This design comes from an exercise in tuning for small area, a short achievable clock period and few clock cycles per item on the open sky130 flow, not from production work.
Only simulation tests tie the RTL to the original design; equivalence was not proved.

`design/flow/standard.sh`:
```
#!/bin/bash
# synth_recipe.tcl (not shown) runs the flow's synth.tcl, then flattens the netlist and writes it again
# the make line also repeats each setting of config.mk as NAME=value (left out here)
make -C /OpenROAD-flow-scripts/flow DESIGN_CONFIG=/design/flow/config.mk WORK_HOME=/design/flow/orfs CLKGATE_MAP_FILE= SYNTH_SCRIPT=/design/flow/synth_recipe.tcl "${@:-finish}"
```
`design/flow/design.v`:
```
module bitcoin_hash (
  input  logic        clk, reset_n, start,
  input  logic [15:0] message_addr, output_addr,
  output logic        done, mem_clk, mem_we,
  output logic [15:0] mem_addr,
  output logic [31:0] mem_write_data,
  input  logic [31:0] mem_read_data
);
assign mem_clk = 1'b0;
localparam logic [2047:0] KTAB = {
  32'h428a2f98,32'h71374491,32'hb5c0fbcf,32'he9b5dba5,32'h3956c25b,32'h59f111f1,32'h923f82a4,32'hab1c5ed5,
  32'hd807aa98,32'h12835b01,32'h243185be,32'h550c7dc3,32'h72be5d74,32'h80deb1fe,32'h9bdc06a7,32'hc19bf174,
  32'he49b69c1,32'hefbe4786,32'h0fc19dc6,32'h240ca1cc,32'h2de92c6f,32'h4a7484aa,32'h5cb0a9dc,32'h76f988da,
  32'h983e5152,32'ha831c66d,32'hb00327c8,32'hbf597fc7,32'hc6e00bf3,32'hd5a79147,32'h06ca6351,32'h14292967,
  32'h27b70a85,32'h2e1b2138,32'h4d2c6dfc,32'h53380d13,32'h650a7354,32'h766a0abb,32'h81c2c92e,32'h92722c85,
  32'ha2bfe8a1,32'ha81a664b,32'hc24b8b70,32'hc76c51a3,32'hd192e819,32'hd6990624,32'hf40e3585,32'h106aa070,
  32'h19a4c116,32'h1e376c08,32'h2748774c,32'h34b0bcb5,32'h391c0cb3,32'h4ed8aa4a,32'h5b9cca4f,32'h682e6ff3,
  32'h748f82ee,32'h78a5636f,32'h84c87814,32'h8cc70208,32'h90befffa,32'ha4506ceb,32'hbef9a3f7,32'hc67178f2
};
localparam logic [255:0] IVTAB = {
  32'h6a09e667, 32'hbb67ae85, 32'h3c6ef372, 32'ha54ff53a,
  32'h510e527f, 32'h9b05688c, 32'h1f83d9ab, 32'h5be0cd19
};
function automatic logic [31:0] kc(input logic [5:0] i);
  kc = KTAB[(6'd63 - i)*32 +: 32];
endfunction
function automatic logic [31:0] ivc(input logic [2:0] i);
  ivc = IVTAB[(3'd7 - i)*32 +: 32];
endfunction
function automatic logic [31:0] ror(input logic [31:0] x, input int r);
  ror = (x >> r) | (x << (32-r));
endfunction
function automatic logic [63:0] csa(input logic [31:0] x, y, z);
  logic [31:0] s, c;
  s = x ^ y ^ z;
  c = ((x & y) | (x & z) | (y & z)) << 1;
  csa = {s, c};
endfunction
localparam logic [1:0] B_P1 = 2'd0, B_P2 = 2'd1, B_P3 = 2'd2;
localparam logic [2:0] PH_IDLE = 3'd0, PH_PRE = 3'd1, PH_RND = 3'd2,
                       PH_XFER = 3'd3, PH_FIN = 3'd4;
logic [2:0]  ph, ph_n;
logic [1:0]  blk, blk_n;
logic [6:0]  t, t_n;
logic [3:0]  nonce, nonce_n;
logic [31:0] a, b, c, d, e, f, g, hk;
logic [15:0][31:0] win;
logic [3:0][31:0] rp, rq;       
logic [15:0] ma;
logic        we;
logic [31:0] kr;                
logic        c_init, c_initp2, c_load;
logic        c_ginit, c_gp2, c_ring;    
logic [7:0]  c_iv;                     
logic [3:0]  c_fix;
logic        c_sched, c_mem, c_k80, c_k640, c_k256;
logic [3:0]  c_nn;
logic        c_wr;
logic [4:0]  c_off;
assign done = (ph == PH_IDLE);
assign mem_addr = ma;
assign mem_we = we;
assign mem_write_data = a;    
always_comb begin
  ph_n = ph; blk_n = blk; t_n = t + 7'd1; nonce_n = nonce;
  case (ph)
    PH_IDLE: begin
      t_n = 7'd0;
      if (start) begin ph_n = PH_PRE; blk_n = B_P1; nonce_n = 4'd0; end
    end
    PH_PRE:  if (t == 7'd8) begin ph_n = PH_RND; t_n = 7'd0; end
    PH_XFER: if (t == 7'd7) begin ph_n = PH_RND; blk_n = B_P2; t_n = 7'd0; end
    PH_RND:  if (t == 7'd64) begin
      t_n = 7'd0;
      case (blk)
        B_P1: ph_n = PH_XFER;
        B_P2: blk_n = B_P3;
        default: begin
          nonce_n = nonce + 4'd1;
          if (nonce == 4'd15) ph_n = PH_FIN;
          else blk_n = B_P2;
        end
      endcase
    end
    default: begin ph_n = PH_IDLE; t_n = 7'd0; end
  endcase
end
logic        d_init, d_initp2, d_load, d_xfer, d_iv0;
logic        d_ginit, d_gp2, d_ring;
logic [7:0]  d_iv;
logic [3:0]  d_fix;
logic        d_sched, d_mem, d_k80, d_k640, d_k256;
logic [3:0]  d_nn;
logic        d_wr;
logic [4:0]  d_off;
always_comb begin
  logic rn;
  rn       = (ph_n == PH_RND);
  d_init   = rn && (t_n == 7'd0);
  d_initp2 = d_init && (blk_n == B_P2);
  d_load   = rn && (t_n == 7'd64) && (blk_n != B_P3);
  d_xfer   = (ph_n == PH_XFER);
  d_ginit  = d_init || d_xfer;
  d_gp2    = d_initp2 || d_xfer;
  d_ring   = d_xfer || (ph_n == PH_PRE) || (rn && blk_n == B_P1);
  d_iv0    = rn && (blk_n == B_P3) && (t_n == 7'd63);    
  d_iv     = 8'd0;
  if (d_xfer) d_iv[t_n[2:0]] = 1'b1;
  if (d_iv0)  d_iv[0] = 1'b1;
  d_fix    = 4'd0;
  if (rn && blk_n == B_P3 && t_n <= 7'd7) d_fix[t_n[2:1]] = 1'b1;
  d_sched = 1'b0; d_mem = 1'b0; d_k80 = 1'b0; d_k640 = 1'b0; d_k256 = 1'b0;
  d_nn = 4'd0;
  case (ph_n)
    PH_PRE:  d_mem = 1'b1;
    PH_XFER: case (t_n[2:0])
               3'd0, 3'd1, 3'd2: d_mem = 1'b1;
               3'd3: d_nn = 4'd0;
               3'd4: d_k80 = 1'b1;
               default: ;
             endcase
    PH_RND: begin
      if (t_n <= 7'd7) begin
        case (blk_n)
          B_P1: d_mem = 1'b1;
          B_P2: d_k640 = (t_n == 7'd7);
          default: begin d_k80 = (t_n == 7'd0); d_k256 = (t_n == 7'd7); end
        endcase
      end else if (blk_n == B_P3 && t_n >= 7'd57) begin
        case (t_n[2:0])
          3'd1, 3'd2, 3'd3: d_mem = 1'b1;          
          3'd4: d_nn = nonce_n + 4'd1;              
          3'd5: d_k80 = 1'b1;                       
          default: ;
        endcase
      end else d_sched = 1'b1;
    end
    default: ;
  endcase
  d_wr  = 1'b0;
  d_off = 5'd16;
  case (ph_n)
    PH_IDLE: d_off = 5'd0;
    PH_PRE:  d_off = t_n[4:0] + 5'd1;
    PH_XFER: d_off = 5'd18;
    PH_RND: begin
      if (blk_n == B_P1) begin
        if (t_n <= 7'd5)       d_off = t_n[4:0] + 5'd10;
        else if (t_n == 7'd64) d_off = 5'd17;
        else                   d_off = 5'd16;
      end else begin
        if (t_n == 7'd56)      d_off = 5'd17;
        else if (t_n == 7'd57) d_off = 5'd18;
        else                   d_off = 5'd16;
        if (blk_n == B_P3 && t_n == 7'd64) begin d_wr = 1'b1; d_off = {1'b0, nonce_n}; end
      end
    end
    default: ;
  endcase
end
logic [31:0] S0, S1, ch, maj, new_a, new_e;
logic [31:0] s1, c1, s2a, c2a, s3a, c3a, s2e, c2e;
always_comb begin
  S1  = ror(e,6) ^ ror(e,11) ^ ror(e,25);
  ch  = (e & f) ^ (~e & g);
  S0  = ror(a,2) ^ ror(a,13) ^ ror(a,22);
  maj = (a & b) | (a & c) | (b & c);
  {s1, c1}   = csa(hk, S1, ch);
  {s2e, c2e} = csa(s1, c1, d);
  {s2a, c2a} = csa(s1, c1, S0);
  {s3a, c3a} = csa(s2a, c2a, maj);
  new_e = s2e + c2e;
  new_a = s3a + c3a;
end
logic [31:0] fixop, wf;
always_comb begin
  fixop = 32'd0;
  for (int k = 0; k < 8; k++) fixop = fixop | (ivc(3'(k)) & {32{c_iv[k]}});
  for (int j = 0; j < 4; j++) fixop = fixop | (rq[j] & {32{c_fix[j]}});
  wf = win[8] + fixop;
end
logic [31:0] gsel, hk_next;
logic [31:0] hs, hc, hs2, hc2;
always_comb begin
  if (c_ginit) gsel = c_gp2 ? rq[3] : ivc(3'd7);
  else        gsel = g;
  {hs, hc}   = csa(gsel, kr, win[8]);
  {hs2, hc2} = csa(hs, hc, fixop);
  hk_next = hs2 + hc2;
end
logic [31:0] sg0, sg1, sched, ss, sc, ss2, sc2, ins;
always_comb begin
  sg0 = ror(win[1],7) ^ ror(win[1],18) ^ (win[1] >> 3);
  sg1 = ror(win[14],17) ^ ror(win[14],19) ^ (win[14] >> 10);
  {ss, sc}   = csa(sg1, win[9], sg0);
  {ss2, sc2} = csa(ss, sc, win[0]);
  sched = ss2 + sc2;
  if (c_sched)    ins = sched;
  else if (c_mem) ins = mem_read_data;
  else            ins = {c_k80, 21'd0, c_k640, c_k256, c_k640, 3'd0, c_nn};
end
always_ff @(posedge clk) begin
  if (c_init) begin
    if (c_initp2) begin
      a <= rp[0]; b <= rq[0]; c <= rp[1]; d <= rq[1];
      e <= rp[2]; f <= rq[2]; g <= rp[3];
    end else begin
      a <= ivc(3'd0); b <= ivc(3'd1); c <= ivc(3'd2); d <= ivc(3'd3);
      e <= ivc(3'd4); f <= ivc(3'd5); g <= ivc(3'd6);
    end
  end else begin
    a <= new_a; b <= a; c <= b; d <= c;
    e <= new_e; f <= e; g <= f;
  end
  hk <= hk_next;
  kr <= kc(t_n[5:0]);
  for (int i = 0; i < 7; i++) win[i] <= win[i+1];
  win[7] <= wf;
  if (c_load) begin
    win[8]  <= new_a; win[9]  <= a; win[10] <= b; win[11] <= c;
    win[12] <= new_e; win[13] <= e; win[14] <= f; win[15] <= g;
  end else begin
    for (int i = 8; i < 15; i++) win[i] <= win[i+1];
    win[15] <= ins;
  end
  for (int j = 0; j < 4; j++) rp[j] <= rq[j];
  if (c_ring) begin
    for (int j = 0; j < 3; j++) rq[j] <= rp[j+1];
    rq[3] <= wf;
  end else begin
    for (int j = 0; j < 4; j++) rq[j] <= rp[j];
  end
  ma <= (c_wr ? output_addr : message_addr) + {11'd0, c_off};
end
always_ff @(posedge clk, negedge reset_n) begin
  if (!reset_n) begin
    ph <= PH_IDLE; blk <= B_P1; t <= 7'd0; nonce <= 4'd0; we <= 1'b0;
  end else begin
    ph <= ph_n; blk <= blk_n; t <= t_n; nonce <= nonce_n;
    we <= (ph == PH_RND) && (blk == B_P3) && (t == 7'd64);
  end
end
always_ff @(posedge clk) begin
    c_init <= d_init; c_initp2 <= d_initp2; c_load <= d_load; c_fix <= d_fix;
    c_ginit <= d_ginit; c_gp2 <= d_gp2; c_ring <= d_ring; c_iv <= d_iv;
    c_sched <= d_sched; c_mem <= d_mem; c_k80 <= d_k80; c_k640 <= d_k640; c_k256 <= d_k256;
    c_nn <= d_nn; c_wr <= d_wr; c_off <= d_off;
end
endmodule
```
`design/flow/constraint.sdc`:
```
create_clock -name core_clock -period 12.0 [get_ports {clk}]
set_input_delay 2.4000 -clock core_clock [delete_from_list [all_inputs] [get_ports {clk}]]
set_output_delay 2.4000 -clock core_clock [all_outputs]
set_load 0.01 [all_outputs]
```
`design/flow/config.mk`:
```
export PLATFORM = sky130hd
export DESIGN_NAME = bitcoin_hash
export DESIGN_NICKNAME = bitcoin_hash
export VERILOG_FILES = /design/flow/design.v
export SDC_FILE = /design/flow/constraint.sdc
export NUM_CORES = 4
export LEC_CHECK = 0
export CAP_MARGIN = 30
export CORE_MARGIN = 2
export CORE_UTILIZATION = 40
export CTS_BUF_LIST = sky130_fd_sc_hd__clkbuf_4 sky130_fd_sc_hd__clkbuf_8 sky130_fd_sc_hd__clkbuf_16
export CTS_CLUSTER_DIAMETER = 120
export CTS_CLUSTER_SIZE = 20
export PLACE_DENSITY = 0.55
export SLEW_MARGIN = 40
```
`design/flow/flow/run.sh`:
```
#!/bin/bash
set -euo pipefail
cd "$(dirname "$0")/.."
export SETUP_SLACK_MARGIN=7
bash standard.sh > make.log 2>&1
```
==> run summary, run 1 <==
die height=367 um; CP Capture Point=a[30]$_DFF_P_; first-pass GRT wire length=287 mm; Worst-Skew Late Latency=0.72 ns; Main synth FF type=dfxtp_1; clk slew on worst S/H paths=0.10 ns; Initial Util=0.402; setup_tns=0 ns; cell accounting for the most synthesized area=dfxtp_1; Die X-Extent=367 um; RR Startpoint=a[22]$_DFF_P_; root buffer cell=clkbuf_16; Setup WS post-layout=7.00 ns; wire per inst=29.0 um; area grow syn2layout=11.1%; Slew Limit Fails=0; status=complete, no violations; xor and xnor fraction of the mapped netlist area=0.0691; final hold vios=0; mux contribution to synthesized area=0.0751; syn_nets=5745; FMAX=0.200 GHz; CP max FO=7; register area share after synthesis=0.427; library cells used by synthesis=105; Yosys reg bits=1122; grt ovf=0; Worst Tran Pin Value=0.917 ns; post-synthesis simple-gate area fraction=0.0806; Synth top area share=0.419; CP Class=register to register; crit path DAT=5.55 ns; H-tree depth=3; # setup viols final=0; Synth async-reset ratio=0.0152; I/O pins=118; number of synthesis warnings=1; fin area=58700 um^2; CTS tree=yes; clk sinks=1122; vias=40000; post-route antenna net violation count=0; final wirelength=204 mm; Tmin final=5.00 ns; critical path required time=12.56 ns; Die ar.=135000 um^2; Total GRT Usage=0.296; Placer Congestion=1.01; largest net degree at the start of global routing=102; # rows=133; Max Root-Sink Buffers=3; RSZ-0062 raised after global routing=yes; Fillers=12600; Adder-Cell Fraction of Synth Area=0.142; Inserted Clock Buffers=67; number of global-route vias before repair=38300; reg2reg end=a[30]$_DFF_P_; Critical Path Source=a[22]$_DFF_P_; fin cells=7022; synth top area cells=dfxtp_1 (42%), fa_1 (9.4%), mux2_2 (7.1%); crit share post-route=0.416; DP Area=55700 um^2; type of the worst min-delay path=register to register; Worst Reg-to-Reg Cells=15; Max Cap Violations=0; router iterations before antenna repair=6; reg-to-reg slack, setup=7.00 ns; number of flops mapped to enable cells by yosys=0; initial antenna violation count=18; DRC viols=0; Synth Area in Compound Gates=0.149; syn_area_per_cell=10.1 um^2; Vias/cell=5.70; clock skew=0.0514 ns; net count of the finished layout=5750; share of layout cells above drive strength 1=0.138; Core Region=131000 um^2; pre-CTS setup slack=5.95 ns; Mapped Area=52800 um^2; IO Port Bufs=116; initial drt markers=4657; placed cells=6909; largest family of logic cells by synthesized area=compound AO/OA/AOI/OAI gates; Slew HR=0.385; Mapped Cells=5245; Final HPWL DP=157 mm; Worst Setup Start Kind=register; Critical Path End Type=register
==> cells by family after synthesis <==
logic type,Yosys count
buffers and inverters,793
AND/OR/NAND/NOR,889
other,1
XOR/XNOR,416
multiplexers,355
flip-flops,1122
AO/OA/AOI/OAI,1217
adder cells (fa/ha/maj),452
==> synth_stat cells, types with 62 or more instances <==
cell type,instances
dfxtp_1,1105
xor2_1,77
inv_1,515
nand3_1,134
mux2_2,331
xnor2_1,338
clkbuf_1,221
ha_1,184
o22a_1,62
a21oi_1,261
o21ai_0,379
fa_1,249
nor2_1,202
nand2_1,274
==> placed cells by master, fill, tap and decap left out, drive strengths merged, types with 115 or more instances in the layout <==
cell type,n
nor2,208
dfxtp,1105
xnor2,339
a21oi,263
ha,184
inv,526
o21ai,395
fa,249
nand2,276
nand3,135
clkdlybuf4s50,115
mux2,331
==> registers in the layout (all words and copies together) (netlist names), 7 cells and up <==
signal and cells:
win 512, rp 128, rq 128, a 32, b 32, c 32
d 32, e 32, f 32, g 32, hk 32, kr 32
ma 16, c_iv 8, t 7
==> stage by stage <==
step	hold slack, ns	utilization
after global placement	0.310	0.424
after CTS	0.303	0.443
after floorplan	0.310	-
after global routing	0.312	0.447
after detailed placement	0.312	0.425
final	0.293	0.447
==> critical path, cell delays in order, from the launching register on <==
cell and delay, ns:
dfxtp_1 0.75, xnor2_1 0.19, xnor2_1 0.66, fa_1 0.51, inv_1 0.07, fa_1 0.42
ha_1 0.41, nand3_1 0.14, nor2_1 0.37, and2_1 0.24, a221oi_4 0.09, buf_6 0.16
o211ai_1 0.34, a31oi_2 0.19, xor2_2 0.21, o21ai_1 0.08
==> timing repair <==
item                       4_1_cts  5_1_grt
pin swaps                       15       44
buffers inserted                10       16
setup endpoints to repair       75       42
hold buffers                     0        0
gates cloned                     1        0
resized for setup              116       85
==> cell type report <==
type,instances,area (um^2),area share
Sequential cell,1122,22700,0.386
Clock inverter,7,95.1,0.00162
Clock buffer,76,1800,0.0306
Inverter,524,1970,0.0335
Timing Repair Buffer,205,1970,0.0336
Multi-Input combinational cell,3330,28000,0.477
Antenna cell,3,7.51,0.000128
Tap cell,1755,2200,0.0374
==> per-layer routing <==
layer,global-route usage,vias to the layer above,part of all wire
met4,0.112,2,0.043
met5,0,-,0.000064
met3,0.0488,338,0.088
met2,0.455,1869,0.44
met1,0.415,19900,0.43
li1,-,17900,-
==> worst min path at each step <==
stage / start / end / slack, ns / cells after the start
after floorplan: win[132]$_DFF_P_ / win[100]$_DFF_P_ / 0.31 / 0
after global placement: win[194]$_DFF_P_ / win[162]$_DFF_P_ / 0.31 / 0
after detailed placement: win[135]$_DFF_P_ / win[103]$_DFF_P_ / 0.31 / 0
after CTS: win[188]$_DFF_P_ / win[156]$_DFF_P_ / 0.30 / 0
after global routing: win[227]$_DFF_P_ / win[195]$_DFF_P_ / 0.31 / 0
final: win[188]$_DFF_P_ / win[156]$_DFF_P_ / 0.29 / 0
Testbench counts, summed over its fixed seeds: cycles 69,248, items 512.
==> run 2, diff against run 1 <==
--- a/design/flow/config.mk
+++ b/design/flow/config.mk
@@ -7,9 +7,9 @@
 export LEC_CHECK = 0
 export CAP_MARGIN = 30
 export CORE_MARGIN = 2
-export CORE_UTILIZATION = 40
+export CORE_UTILIZATION = 50
 export CTS_BUF_LIST = sky130_fd_sc_hd__clkbuf_4 sky130_fd_sc_hd__clkbuf_8 sky130_fd_sc_hd__clkbuf_16
-export CTS_CLUSTER_DIAMETER = 120
-export CTS_CLUSTER_SIZE = 20
-export PLACE_DENSITY = 0.55
+export CTS_CLUSTER_DIAMETER = 100
+export CTS_CLUSTER_SIZE = 24
+export PLACE_DENSITY = 0.65
 export SLEW_MARGIN = 40
==> run summary, run 2 <==
status=complete, no violations; crit share post-route=0.418; Largest register FFs=512; grt ovf=0; clock skew=0.0490 ns; Worst Tran Pin Value=0.927 ns; setup_tns=0 ns; first-pass GRT wire length=282 mm; router iterations before antenna repair=7; final hold vios=0; Initial Util=0.503; CP max FO=20; Vias/cell=6.11; Critical Path Source=c_fix[1]$_SDFF_PN0_; Slew HR=0.382; Total GRT Usage=0.364; RR Startpoint=c_fix[1]$_SDFF_PN0_; Worst Reg-to-Reg Cells=13; Synth top area share=0.419; Final HPWL DP=157 mm; initial drt markers=5318; most frequent CP cell=nand3_1; critical path required time=12.65 ns; net count of the finished layout=5731; syn_area_per_cell=10.1 um^2; number of global-route vias before repair=38200; CP Class=register to register; # setup viols final=0; Setup WS post-layout=6.99 ns; Post-Route Utilization=0.549; FMAX=0.199 GHz; type of the worst min-delay path=register to register; CP max-delay cell=a22oi_1; Yosys reg bits=1122; Cell Chain, Critical Path=buf_6 > a22oi_1 > nand4_1 > ha_1 > and2_1 > a221oi_1 > o221ai_1 > nor3_2 > a311o_1 > a211o_1 > nand3_1 > a2111o_1 > nand3_1; crit-path max cell delay=0.66 ns; CTS tree=yes; post-route antenna net violation count=0; largest net degree at the start of global routing=90; RSZ-0062 raised after global routing=yes; Die X-Extent=329 um; H-tree depth=2; Largest regs=win: 512 flops, rp: 128 flops, rq: 128 flops; area grow syn2layout=9.17%; I/O pins=118; clk sinks=1122; Slew Limit Fails=0; CP Capture Point=rq[125]$_DFF_P_; crit path DAT=5.67 ns; Max Cap Violations=0; Mapped Area=52800 um^2; Inserted Clock Buffers=56; syn_nets=5745; Die ar.=108000 um^2; Worst-Skew Late Latency=0.72 ns; Commonest cells post-synth=dfxtp_1 (1105), inv_1 (515), o21ai_0 (379); Max Root-Sink Buffers=3; Mapped Cells=5245; Worst Setup Start Kind=register; Post-CTS Hold Buffers=0; Fillers=9451; register area share after synthesis=0.427; commonest non-fill, non-tap cells in the layout=dfxtp_1 (1044), inv_1 (512), o21ai_0 (370); Main synth FF type=dfxtp_1; library cells used by synthesis=105; reg-to-reg slack, setup=6.99 ns; Tmin final=5.01 ns; number of flops mapped to enable cells by yosys=0; Top reg by flops=win; wire per inst=30.2 um; Core Region=105000 um^2; DRC viols=0; cell accounting for the most synthesized area=dfxtp_1; most common cell after layout, fill and taps aside=dfxtp_1; Critical Path End Type=register; # rows=119; vias=40600; Placer Congestion=1.03; reg2reg end=rq[125]$_DFF_P_; die height=329 um; IO Port Bufs=116; pre-CTS setup slack=5.78 ns; root buffer cell=clkbuf_16; share of layout cells above drive strength 1=0.130; final wirelength=201 mm; Synth async-reset ratio=0.0152; initial antenna violation count=10; synth top area cells=dfxtp_1 (42%), fa_1 (9.4%), mux2_2 (7.1%); clk slew on worst S/H paths=0.09 ns; most common cell in the netlist=dfxtp_1; number of synthesis warnings=1
-- run 2: cell count changes in the layout (fill, tap and decap cells not counted), moves of 5 or more --
cell | before | now
xnor2_1 | 314 | 327
clkbuf_16 | 70 | 58
xnor2_2 | 21 | 9
buf_12 | 6 | 1
o21ai_0 | 365 | 370
o21ai_1 | 22 | 17
-- run 2: worst max-delay path: cells and delay by family (launching register included) --
family	cells	cell delay [ns]
flops	1	0.45
buf+inv	1	0.26
simple gates	5	1.43
fa+ha+maj	1	0.43
compound gates	6	2.36
-- run 2: cells by family (layout without fill, tap and decap cells) --
group                      count (synthesis)  after routing  synth area share
buffers and inverters                    793            794            0.0579
and+or+nand+nor                          889            889            0.0806
AOI/OAI and AO/OA                       1217           1217             0.149
DFF                                     1122           1122             0.427
adders and majority gates                452            452             0.142
other                                      1              4         0.0000710
xor gates and xnor gates                 416            416            0.0691
muxes                                    355            355            0.0751
-- run 2: worst min-delay path by stage --
stage	endpoint	slack, ns	depth (start not counted)	start
after floorplan	win[100]$_DFF_P_	0.31	0	win[132]$_DFF_P_
after global placement	win[150]$_DFF_P_	0.31	0	win[182]$_DFF_P_
after detailed placement	win[126]$_DFF_P_	0.31	0	win[158]$_DFF_P_
after CTS	win[48]$_DFF_P_	0.33	0	win[80]$_DFF_P_
after global routing	win[134]$_DFF_P_	0.33	0	win[166]$_DFF_P_
final	win[107]$_DFF_P_	0.33	0	win[139]$_DFF_P_
-- run 2: repair_timing --
item	4_1_cts	5_1_grt
pin swaps	12	32
setup buffers	7	9
gates resized for setup	79	75
endpoints found under the setup margin	81	54
-- run 2: cell type report --
class	instances	area, um^2	share of cell area
multi-input combinational	3330	27800	0.482
sequential	1122	22700	0.393
inverter	524	1970	0.0341
timing repair buffer	197	1820	0.0316
tap	1391	1740	0.0302
clock buffer	61	1470	0.0256
clock inverter	12	220	0.00382
antenna	3	7.51	0.000130
-- run 2: per-layer routing --
layer / global-route usage / wire, um / vias up
li1: - / - / 17800
met3: 0.0765 / 20900 / 431
met1: 0.505 / 83000 / 20100
met4: 0.162 / 11100 / 6
met2: 0.547 / 85800 / 2261
met5: 0 / 27 / -
-- run 2: per-stage QoR --
step	area [um^2]	hold WS, ns	std cells
after global routing	57700	0.330	6637
after global placement	55200	0.310	6541
final	57700	0.326	6640
after CTS	57300	0.329	6625
after detailed placement	55300	0.312	6545
after floorplan	52800	0.310	5245
==> run 3, diff against run 2 <==
--- a/design/flow/config.mk
+++ b/design/flow/config.mk
@@ -7,9 +7,9 @@
 export LEC_CHECK = 0
 export CAP_MARGIN = 30
 export CORE_MARGIN = 2
-export CORE_UTILIZATION = 50
+export CORE_UTILIZATION = 60
 export CTS_BUF_LIST = sky130_fd_sc_hd__clkbuf_4 sky130_fd_sc_hd__clkbuf_8 sky130_fd_sc_hd__clkbuf_16
 export CTS_CLUSTER_DIAMETER = 100
 export CTS_CLUSTER_SIZE = 24
-export PLACE_DENSITY = 0.65
+export PLACE_DENSITY = 0.75
 export SLEW_MARGIN = 40
==> run summary, run 3 <==
Mapped Cells=5245; placed cells=6304; cell accounting for the most synthesized area=dfxtp_1; net count of the finished layout=5727; syn_area_per_cell=10.1 um^2; vias=41100; Critical Path Source=t[0]$_DFF_PN0_; Largest register FFs=512; Max Root-Sink Buffers=3; Slew Limit Fails=0; final hold slack=0.324 ns; Post-Route Utilization=0.659; Slew HR=0.359; Post-CTS Hold Buffers=0; Synth async-reset ratio=0.0152; Worst Tran Pin Value=0.958 ns; Total GRT Usage=0.422; CP delay by family, top=simple AND/OR/NAND/NOR gates; Die ar.=90500 um^2; Synth top area share=0.419; commonest non-fill, non-tap cells in the layout=dfxtp_1 (1061), inv_1 (510), o21ai_0 (366); Inserted Clock Buffers=56; Worst Reg-to-Reg Cells=16; CTS tree=yes; RR Startpoint=t[0]$_DFF_PN0_; Hold Path Origin=win[97]$_DFF_P_; crit-path max cell delay=0.56 ns; area grow syn2layout=8.46%; clock skew=0.0313 ns; Initial Util=0.607; die height=301 um; largest net degree at the start of global routing=218; status=complete, no violations; syn_nets=5745; most common cell in the netlist=dfxtp_1; I/O pins=118; Largest regs=win: 512 flops, rp: 128 flops, rq: 128 flops; CP Capture Point=kr[12]$_DFF_P_; Critical Path End Type=register; most common cell after layout, fill and taps aside=dfxtp_1; Cell Chain, Critical Path=clkinv_1 > ha_1 > nand3b_1 > o21ai_2 > a21o_1 > nor2_1 > buf_4 > nand2_1 > inv_2 > ha_2 > nor2_1 > nor3b_1 > a21oi_1 > o21ai_0 > a22oi_1 > nand2_1; first-pass GRT wire length=275 mm; crit share post-route=0.418; wire per inst=30.3 um; grt ovf=0; Yosys reg bits=1122; register area share after synthesis=0.427; FMAX=0.199 GHz; clk sinks=1122; final hold vios=0; Worst-Skew Late Latency=0.68 ns; CP max FO=16; # rows=108; synth top area cells=dfxtp_1 (42%), fa_1 (9.4%), mux2_2 (7.1%); # setup viols final=0; Tmin final=5.02 ns; type of the worst min-delay path=register to register; Crit. path cell count=16; Worst Setup Start Kind=register; initial antenna violation count=20; reg-to-reg slack, setup=6.98 ns; Max Cap Violations=0; library cells used by synthesis=105; clk slew on worst S/H paths=0.09 ns; router iterations before antenna repair=8; IO Port Bufs=116; Final HPWL DP=149 mm; final wirelength=194 mm; number of synthesis warnings=1; Mapped Area=52800 um^2; RSZ-0062 raised after global routing=yes; initial drt markers=5829; share of layout cells above drive strength 1=0.127; fin cells=6403; Die X-Extent=301 um; worst path bufs/invs=3; number of flops mapped to enable cells by yosys=0; crit path DAT=5.62 ns; Top reg by flops=win; setup_tns=0 ns; Placer Congestion=1.05; reg2reg end=kr[12]$_DFF_P_; CP Class=register to register; root buffer cell=clkbuf_16; DRC viols=0; H-tree depth=2; CP max-delay cell=ha_2; number of global-route vias before repair=38800; post-route antenna net violation count=0; Main synth FF type=dfxtp_1; Core Region=87000 um^2; Commonest cells post-synth=dfxtp_1 (1105), inv_1 (515), o21ai_0 (379); Vias/cell=6.42; critical path required time=12.61 ns
## run 3: cell counts after synthesis
Identical to the previous run, type by type.
## run 3: worst min path at each step
stage	to	slack (ns)	depth (start not counted)
after global routing	win[65]$_DFF_P_	0.32	0
after detailed placement	win[37]$_DFF_P_	0.31	0
after CTS	win[65]$_DFF_P_	0.32	0
after global placement	win[114]$_DFF_P_	0.31	0
final	win[65]$_DFF_P_	0.32	0
after floorplan	win[100]$_DFF_P_	0.31	0
## run 3: final cells by class
type | count | area [um^2]
diodes | 8 | 20.0
clock buffers | 61 | 1480
clock inverters | 10 | 150
fillers | 7077 | 29700
inverters | 524 | 1970
multi-input cells | 3330 | 27800
flip-flops and latches | 1122 | 22600
well taps | 1155 | 1450
repair buffers | 193 | 1820
## run 3: worst reg2reg max path, delay by kind of cell (launching register included)
| family | cells | cell delay [ns] |
|---|---|---|
| compound gates | 5 | 1.14 |
| fa+ha+maj | 2 | 0.98 |
| simple gates | 6 | 1.37 |
| buf+inv | 3 | 1.12 |
| flops | 1 | 0.37 |
## run 3: kinds of logic (layout without fill, tap and decap cells)
family          count (synthesis)  in the layout  share of synthesized area
compound gates               1217           1217                      0.149
xor+xnor                      416            416                     0.0691
fa+ha+maj                     452            452                      0.142
buf+inv                       793            788                     0.0579
flops                        1122           1122                      0.427
mux                           355            355                     0.0751
other cells                     1              9                  0.0000710
simple gates                  889            889                     0.0806
## run 3: layer usage
metal	GRT usage	share of wire	vias up
met5	0	0.00056	-
met1	0.563	0.39	20100
li1	-	-	17800
met3	0.120	0.13	587
met4	0.219	0.066	20
met2	0.624	0.42	2614
## run 3: what timing repair did
item                       CTS  global route
resized for setup           73            75
setup endpoints to repair   58            65
pin swaps                   16            28
setup buffers                5            11
## run 3: stage by stage
step	worst slack, ns	instance area [um^2]
after floorplan	7.32	52800
after global placement	6.09	54900
after detailed placement	5.90	54900
after CTS	7.00	56900
after global routing	6.95	57300
final	6.98	57300
==> run 4, diff against run 3 <==
==> design/flow/flow/run.sh (replaced) <==
#!/bin/bash
set -euo pipefail
cd "$(dirname "$0")/.."
export SETUP_SLACK_MARGIN=7.5
bash standard.sh > make.log 2>&1
--- a/design/flow/config.mk
+++ b/design/flow/config.mk
@@ -7,9 +7,9 @@
 export LEC_CHECK = 0
 export CAP_MARGIN = 30
 export CORE_MARGIN = 2
-export CORE_UTILIZATION = 60
+export CORE_UTILIZATION = 40
 export CTS_BUF_LIST = sky130_fd_sc_hd__clkbuf_4 sky130_fd_sc_hd__clkbuf_8 sky130_fd_sc_hd__clkbuf_16
 export CTS_CLUSTER_DIAMETER = 100
 export CTS_CLUSTER_SIZE = 24
-export PLACE_DENSITY = 0.75
+export PLACE_DENSITY = 0.55
 export SLEW_MARGIN = 40
==> run summary, run 4 <==
root buffer cell=clkbuf_16; Setup WS post-layout=7.05 ns; Synth async-reset ratio=0.0152; RR Startpoint=a[10]$_DFF_P_; Slew Limit Fails=0; type of the worst min-delay path=register to register; Yosys reg bits=1122; Slew HR=0.356; initial antenna violation count=16; register area share after synthesis=0.427; Max Root-Sink Buffers=3; syn_nets=5745; Core Region=131000 um^2; area grow syn2layout=15.8%; reg-to-reg slack, setup=7.05 ns; Mapped Area=52800 um^2; IO Port Bufs=116; FMAX=0.202 GHz; Worst Reg-to-Reg Cells=15; router iterations before antenna repair=6; first-pass GRT wire length=293 mm; Synth top area share=0.419; final hold vios=0; net count of the finished layout=5851; Initial Util=0.402; cell accounting for the most synthesized area=dfxtp_1; Hold Path Origin=win[116]$_DFF_P_; Placer Congestion=0.997; # setup viols final=0; largest net degree at the start of global routing=83; vias=40600; library cells used by synthesis=105; initial drt markers=4416; CTS tree=yes; most common cell after layout, fill and taps aside=dfxtp_1; number of global-route vias before repair=39100; Vias/cell=5.69; clk sinks=1122; Tmin final=4.95 ns; number of synthesis warnings=1; I/O pins=118; pre-CTS setup slack=5.89 ns; clock skew=0.0633 ns; Top reg by flops=win; # rows=133; DRC viols=0; final wirelength=209 mm; Mapped Cells=5245; number of flops mapped to enable cells by yosys=0; wire per inst=29.3 um; critical path required time=12.63 ns; clk slew on worst S/H paths=0.10 ns; Main synth FF type=dfxtp_1; Max Cap Violations=0; Die ar.=135000 um^2; share of layout cells above drive strength 1=0.198; Worst Setup Start Kind=register; Min-Delay Path Depth=0; Largest regs=win: 512 flops, rp: 128 flops, rq: 128 flops; crit share post-route=0.412; CP Class=register to register; H-tree depth=2; post-route antenna net violation count=0; Die X-Extent=367 um; most common cell in the netlist=dfxtp_1; CP max FO=5; synth top area cells=dfxtp_1 (42%), fa_1 (9.4%), mux2_2 (7.1%); Worst Tran Pin Value=0.966 ns; status=complete, no violations; syn_area_per_cell=10.1 um^2; Total GRT Usage=0.302; reg2reg end=win[283]$_DFF_P_; grt ovf=0; Inserted Clock Buffers=59; Worst-Skew Late Latency=0.74 ns; setup_tns=0 ns; Critical Path End Type=register; crit path DAT=5.57 ns; Commonest cells post-synth=dfxtp_1 (1105), inv_1 (515), o21ai_0 (379); commonest non-fill, non-tap cells in the layout=dfxtp_1 (1001), inv_1 (502), mux2_2 (323); Post-CTS Hold Buffers=0; RSZ-0062 raised after global routing=yes; Largest register FFs=512; Final HPWL DP=160 mm; WHS Endpoint=win[84]$_DFF_P_; die height=367 um
## run 4: worst max-delay path, cell delays in order (launching register included)
cell	delay [ns]
dfxtp_1	0.64
inv_1	0.28
xnor2_1	0.71
fa_1	0.53
inv_1	0.08
fa_1	0.42
ha_1	0.43
nand3_1	0.17
nor2_2	0.32
o21ai_4	0.16
a21oi_4	0.32
o41ai_4	0.10
buf_6	0.16
buf_6	0.12
xnor2_4	0.12
mux2_4	0.26
## run 4: how the worst max path moves through the flow
stage	startpoint	end	slack, ns	cells past startpoint
after global routing	e[27]$_DFF_P_	a[30]$_DFF_P_	6.95	19
after CTS	e[26]$_DFF_P_	win[285]$_DFF_P_	7.09	20
after detailed placement	e[26]$_DFF_P_	a[31]$_DFF_P_	5.89	20
final	a[10]$_DFF_P_	win[283]$_DFF_P_	7.05	15
after global placement	e[26]$_DFF_P_	a[31]$_DFF_P_	5.92	20
after floorplan	e[18]$_DFF_P_	win[285]$_DFF_P_	7.48	17
## run 4: layer usage
metal / vias up / wire length, um / global-route usage
met1: 20200 / 88700 / 0.418
met5: - / 32 / 0
met4: 4 / 10300 / 0.127
li1: 18100 / - / -
met2: 1908 / 91100 / 0.463
met3: 367 / 18500 / 0.0516
## run 4: through the flow
stage	cells	cell area (um^2)	utilization	hold WS (ns)
after global routing	7129	61200	0.466	0.334
after CTS	7087	59900	0.456	0.328
after floorplan	5245	52900	-	0.310
after global placement	6911	55700	0.424	0.310
after detailed placement	6917	55800	0.425	0.312
final	7133	61200	0.466	0.321
## run 4: cell type report
class                   instances  area, um^2
repair buffers                314        2930
inverters                     524        1980
well taps                    1755        2200
fillers                     12300       70100
flip-flops and latches       1122       22800
multi-input cells            3330       29400
clock inverters                19         264
diodes                          4        10.0
clock buffers                  65        1550
## run 4: timing repair
action,in CTS,in global routing
gates resized for setup,381,213
buffers inserted,84,41
endpoints found under the setup margin,198,119
pin swaps,144,126
hold endpoints to repair,0,0
cloned,2,0
## run 4: cell families after synthesis
group                    count (synthesis)  synth area share
AO/OA/AOI/OAI                         1217             0.149
flip-flops                            1122             0.427
AND/OR/NAND/NOR                        889            0.0806
buffers and inverters                  793            0.0579
adder cells (fa/ha/maj)                452             0.142
XOR/XNOR                               416            0.0691
multiplexers                           355            0.0751
other                                    1         0.0000710
==> run 5, diff against run 4 <==
==> design/flow/flow/run.sh (replaced) <==
#!/bin/bash
set -euo pipefail
cd "$(dirname "$0")/.."
export SETUP_SLACK_MARGIN=6.75
bash standard.sh > make.log 2>&1
==> run summary, run 5 <==
status=complete, no violations; router iterations before antenna repair=9; Post-Route Utilization=0.442; CP delay by family, top=compound AO/OA/AOI/OAI gates; CTS tree=yes; library cells used by synthesis=105; clk slew on worst S/H paths=0.10 ns; CP Class=register to register; Vias/cell=5.69; CP max FO=6; net count of the finished layout=5722; Slew Limit Fails=0; RSZ-0062 raised after global routing=yes; Worst Setup Start Kind=register; commonest non-fill, non-tap cells in the layout=dfxtp_1 (1055), inv_1 (512), o21ai_0 (374); type of the worst min-delay path=register to register; number of global-route vias before repair=38100; Critical Path End Type=register; crit path DAT=5.87 ns; largest net degree at the start of global routing=102; crit-path max cell delay=0.72 ns; Final HPWL DP=157 mm; Worst Tran Pin Value=0.909 ns; DRC viols=0; Min-Delay Path Depth=0; Inserted Clock Buffers=58; Synth async-reset ratio=0.0152; area grow syn2layout=9.84%; pre-CTS setup slack=5.95 ns; register area=22600 um^2; critical path required time=12.62 ns; Die X-Extent=367 um; most common cell in the netlist=dfxtp_1; number of flops mapped to enable cells by yosys=0; Crit. path cell count=15; vias=39900; final wirelength=202 mm; syn_area_per_cell=10.1 um^2; post-route antenna net violation count=0; WHS Endpoint=win[195]$_DFF_P_; register area share after synthesis=0.427; Core Region=131000 um^2; Initial Util=0.402; Tmin final=5.25 ns; cell accounting for the most synthesized area=dfxtp_1; root buffer cell=clkbuf_16; Die ar.=135000 um^2; final hold slack=0.300 ns; most common cell after layout, fill and taps aside=dfxtp_1; Commonest cells post-synth=dfxtp_1 (1105), inv_1 (515), o21ai_0 (379); Worst-Skew Late Latency=0.74 ns; grt ovf=0; CP max-delay cell=a211oi_1; crit share post-route=0.437; initial drt markers=4443; I/O pins=118; die height=367 um; Hold Path Origin=win[227]$_DFF_P_; initial antenna violation count=17; DP Area=55700 um^2; Cell Chain, Critical Path=xnor2_1 > xnor2_1 > fa_1 > inv_1 > fa_1 > inv_1 > ha_1 > or4_1 > o21ai_2 > o21bai_4 > a211oi_1 > o311ai_1 > a21oi_1 > xor2_1 > mux2_2; Max Cap Violations=0; reg-to-reg slack, setup=6.75 ns; Total GRT Usage=0.293; wire per inst=28.8 um; Mapped Area=52800 um^2; Main synth FF type=dfxtp_1; Worst Reg-to-Reg Cells=15; RR Startpoint=e[19]$_DFF_P_; Setup WS post-layout=6.75 ns; Mapped Cells=5245; # rows=133; Synth top area share=0.419; syn_nets=5745; Fillers=12700; setup_tns=0 ns; FMAX=0.190 GHz; fin area=58000 um^2; final hold vios=0; number of synthesis warnings=1; reg2reg end=win[415]$_DFF_P_; H-tree depth=2; Top reg by flops=win; Yosys reg bits=1122; Largest regs=win: 512 flops, rp: 128 flops, rq: 128 flops; share of layout cells above drive strength 1=0.124; IO Port Bufs=116; Multi-input gate area=27600 um^2; worst path bufs/invs=2; synth top area cells=dfxtp_1 (42%), fa_1 (9.4%), mux2_2 (7.1%); clock skew=0.0582 ns; Placer Congestion=1.01; Slew HR=0.391; first-pass GRT wire length=285 mm; Max Root-Sink Buffers=3; clk sinks=1122; Largest register FFs=512; # setup viols final=0
## run 5: cell counts after synthesis
Identical to the previous run, type by type.
## run 5: how the worst max path moves through the flow
stage | from | to | slack (ns)
2_1_floorplan | e[18]$_DFF_P_ | win[285]$_DFF_P_ | 7.32
3_3_place_gp | c_ginit$_DFF_P_ | hk[20]$_DFF_P_ | 5.94
3_5_place_dp | c_ginit$_DFF_P_ | hk[21]$_DFF_P_ | 5.95
4_1_cts | e[1]$_DFF_P_ | win[285]$_DFF_P_ | 6.75
5_1_grt | e[26]$_DFF_P_ | win[415]$_DFF_P_ | 6.74
6_report | e[19]$_DFF_P_ | win[415]$_DFF_P_ | 6.75
## run 5: kinds of logic after synthesis
| group | count (synthesis) | synth area share |
|---|---|---|
| flops | 1122 | 0.427 |
| compound gates | 1217 | 0.149 |
| xor+xnor | 416 | 0.0691 |
| mux | 355 | 0.0751 |
| fa+ha+maj | 452 | 0.142 |
| simple gates | 889 | 0.0806 |
| other cells | 1 | 0.0000710 |
| buf+inv | 793 | 0.0579 |
## run 5: stage by stage
stage,cells
floorplan,5245
global placement,6904
CTS,6992
global route,7000
finish,7003
detailed placement,6909
## run 5: final cells by class
class                      count  share of cell area
sequential                  1122               0.390
antenna                        3            0.000129
clock buffer                  65              0.0263
tap                         1755              0.0378
timing repair buffer         186              0.0302
multi-input combinational   3330               0.476
clock inverter                18             0.00565
inverter                     524              0.0339
## run 5: repair_timing
action / CTS / global route
gates cloned: 0 / 0
hold buffers: 0 / 0
pin swaps: 1 / 12
endpoints found under the hold margin: 0 / 0
setup buffers: 0 / 8
endpoints found under the setup margin: 51 / 33
gates resized for setup: 50 / 49
## run 5: per-layer routing
layer | vias up | global-route usage | share of wire
li1 | 17900 | - | -
met1 | 19900 | 0.413 | 0.44
met2 | 1818 | 0.454 | 0.44
met3 | 328 | 0.0423 | 0.080
met4 | 2 | 0.107 | 0.043
met5 | - | 0 | 0.000064
==> run 6, diff against run 5 <==
==> design/flow/flow/run.sh (replaced) <==
#!/bin/bash
set -euo pipefail
cd "$(dirname "$0")/.."
export SETUP_SLACK_MARGIN=7
bash standard.sh > make.log 2>&1
==> run summary, run 6 <==
CTS tree=yes; share of layout cells above drive strength 1=0.140; I/O pins=118; synth top area cells=dfxtp_1 (42%), fa_1 (9.4%), mux2_2 (7.1%); most common cell in the netlist=dfxtp_1; fin cells=7021; cell accounting for the most synthesized area=dfxtp_1; Mapped Cells=5245; CP Class=register to register; Synth top area share=0.419; RSZ-0062 raised after global routing=yes; router iterations before antenna repair=7; Die X-Extent=367 um; Vias/cell=5.68; initial drt markers=4571; Largest regs=win: 512 flops, rp: 128 flops, rq: 128 flops; vias=39900; IO Port Bufs=116; Worst Setup Start Kind=register; Placer Congestion=1.01; Commonest cells post-synth=dfxtp_1 (1105), inv_1 (515), o21ai_0 (379); Post-CTS Hold Buffers=0; crit path DAT=5.56 ns; final wirelength=203 mm; type of the worst min-delay path=register to register; largest net degree at the start of global routing=102; Worst Tran Pin Value=0.953 ns; number of global-route vias before repair=38200; clock skew=0.0548 ns; Largest register FFs=512; Slew Limit Fails=0; Setup WS post-layout=7.05 ns; Min-Delay Path Depth=0; # setup viols final=0; clk sinks=1122; critical path required time=12.61 ns; register area share after synthesis=0.427; initial antenna violation count=18; CP max FO=7; CP max-delay cell=dfxtp_1; CP delay by family, top=adder cells; Max Root-Sink Buffers=3; Fillers=12600; clk slew on worst S/H paths=0.11 ns; first-pass GRT wire length=286 mm; Total GRT Usage=0.294; root buffer cell=clkbuf_16; Synth async-reset ratio=0.0152; most common cell after layout, fill and taps aside=dfxtp_1; fin area=58700 um^2; Slew HR=0.354; final hold vios=0; number of flops mapped to enable cells by yosys=0; setup_tns=0 ns; FMAX=0.202 GHz; Initial Util=0.402; Cell Chain, Critical Path=xnor2_1 > xnor2_1 > fa_1 > inv_1 > fa_1 > ha_1 > nand3_1 > nor2_1 > and2_1 > a221oi_4 > buf_6 > o211ai_1 > a31oi_2 > xor2_2 > o21ai_1; DRC viols=0; number of synthesis warnings=1; grt ovf=0; Worst-Skew Late Latency=0.74 ns; H-tree depth=2; Max Cap Violations=0; library cells used by synthesis=105; net count of the finished layout=5740; Critical Path End Type=register; Yosys reg bits=1122; Top reg by flops=win; Die ar.=135000 um^2; Core Region=131000 um^2; Inserted Clock Buffers=58; Crit. path cell count=15; syn_nets=5745; Final HPWL DP=157 mm; Mapped Area=52800 um^2; crit-path max cell delay=0.75 ns; worst path bufs/invs=2; placed cells=6909; commonest non-fill, non-tap cells in the layout=dfxtp_1 (1043), inv_1 (508), o21ai_0 (364); area grow syn2layout=11.1%; status=complete, no violations; post-route antenna net violation count=0; Worst Reg-to-Reg Cells=15; # rows=133; Main synth FF type=dfxtp_1; Tmin final=4.95 ns; crit share post-route=0.413; wire per inst=28.9 um; DP Area=55700 um^2; pre-CTS setup slack=5.95 ns; syn_area_per_cell=10.1 um^2; die height=367 um
## run 6: cell counts after synthesis
Identical to the previous run, type by type.
## run 6: final cells by class
class,instances,area [um^2],share of cell area
timing repair buffer,204,1940,0.0331
clock buffer,65,1530,0.0261
clock inverter,18,328,0.00559
inverter,524,1970,0.0335
sequential,1122,22700,0.386
multi-input combinational,3330,28000,0.478
tap,1755,2200,0.0374
antenna,3,7.51,0.000128
## run 6: per-layer routing
| layer | part of all wire | global-route usage |
|---|---|---|
| met1 | 0.44 | 0.415 |
| met2 | 0.44 | 0.456 |
| met3 | 0.082 | 0.0419 |
| met4 | 0.043 | 0.105 |
| met5 | 0.00013 | 0 |
## run 6: through the flow
| step | utilization | hold WS [ns] |
|---|---|---|
| global route | 0.447 | 0.321 |
| CTS | 0.443 | 0.310 |
| detailed placement | 0.425 | 0.312 |
| floorplan | - | 0.310 |
| finish | 0.447 | 0.306 |
| global placement | 0.424 | 0.310 |
## run 6: final timing paths
| check | from | to | slack (ns) |
|---|---|---|---|
| setup reg to reg | a[22]$_DFF_P_ | a[30]$_DFF_P_ | 7.05 |
| hold / removal | win[227]$_DFF_P_ | win[195]$_DFF_P_ | 0.31 |
| hold reg to reg | win[227]$_DFF_P_ | win[195]$_DFF_P_ | 0.31 |
| min in group asynchronous | reset_n | ph[0]$_DFF_PN0_ | 1.60 |
| max in group asynchronous | reset_n | t[0]$_DFF_PN0_ | 10.04 |
| setup / recovery | a[22]$_DFF_P_ | a[30]$_DFF_P_ | 7.05 |
## run 6: cell families after synthesis
logic type	share of synthesized area
AO/OA/AOI/OAI	0.149
other	0.0000710
flip-flops	0.427
adder cells (fa/ha/maj)	0.142
AND/OR/NAND/NOR	0.0806
XOR/XNOR	0.0691
buffers and inverters	0.0579
multiplexers	0.0751
## run 6: worst reg2reg max path, cell delays in order (launching register included)
cell,delay [ns]
dfxtp_1,0.75
xnor2_1,0.19
xnor2_1,0.66
fa_1,0.52
inv_1,0.07
fa_1,0.43
ha_1,0.44
nand3_1,0.14
nor2_1,0.34
and2_1,0.24
a221oi_4,0.09
buf_6,0.16
o211ai_1,0.33
a31oi_2,0.19
xor2_2,0.21
o21ai_1,0.08
## run 6: repair_timing
action                                  4_1_cts  5_1_grt
pin swaps                                    13       43
gates resized for setup                     116       96
gates cloned                                  1        0
buffers inserted                              9       16
endpoints found under the setup margin       77       45

-- what the ideal ports hide --
In the flow no input, the clock included, has a driving cell. The finished layouts below were timed again as built, in two steps.
Step 1 assumes that a clkbuf_16 drives the clock port and a buf_2 every other input.
Step 2, shift: input delay + t, output delay - t, t = (earliest + latest rising clock arrival at the registers) / 2. This alone moves slack from input paths to output paths.
Three values: ideal ports, drivers, drivers and shift; two values: the first two.
run	t, ns	setup slack, ns	worst setup path after step 2	latest minus earliest clock arrival (ns)	cell pins on the clock port's net
run 1	0.770	7.005 / 7.005 / 6.572	input to register	0.052 / 0.052	1
run 2	0.775	6.987 / 6.987 / 6.682	input to register	0.054 / 0.054	1
run 3	0.740	6.984 / 6.984 / 6.605	input to register	0.033 / 0.033	1
run 4	0.790	7.054 / 7.054 / 6.939	input to register	0.064 / 0.064	1
run 5	0.792	6.750 / 6.750 / 6.589	input to register	0.071 / 0.071	1
run 6	0.791	7.049 / 7.049 / 6.590	input to register	0.062 / 0.062	1
After both steps every run listed still meets setup and hold. For run 6, which loses most, drivers alone change the setup slack by 0.000 ns; drivers and shift together by -0.459 ns.
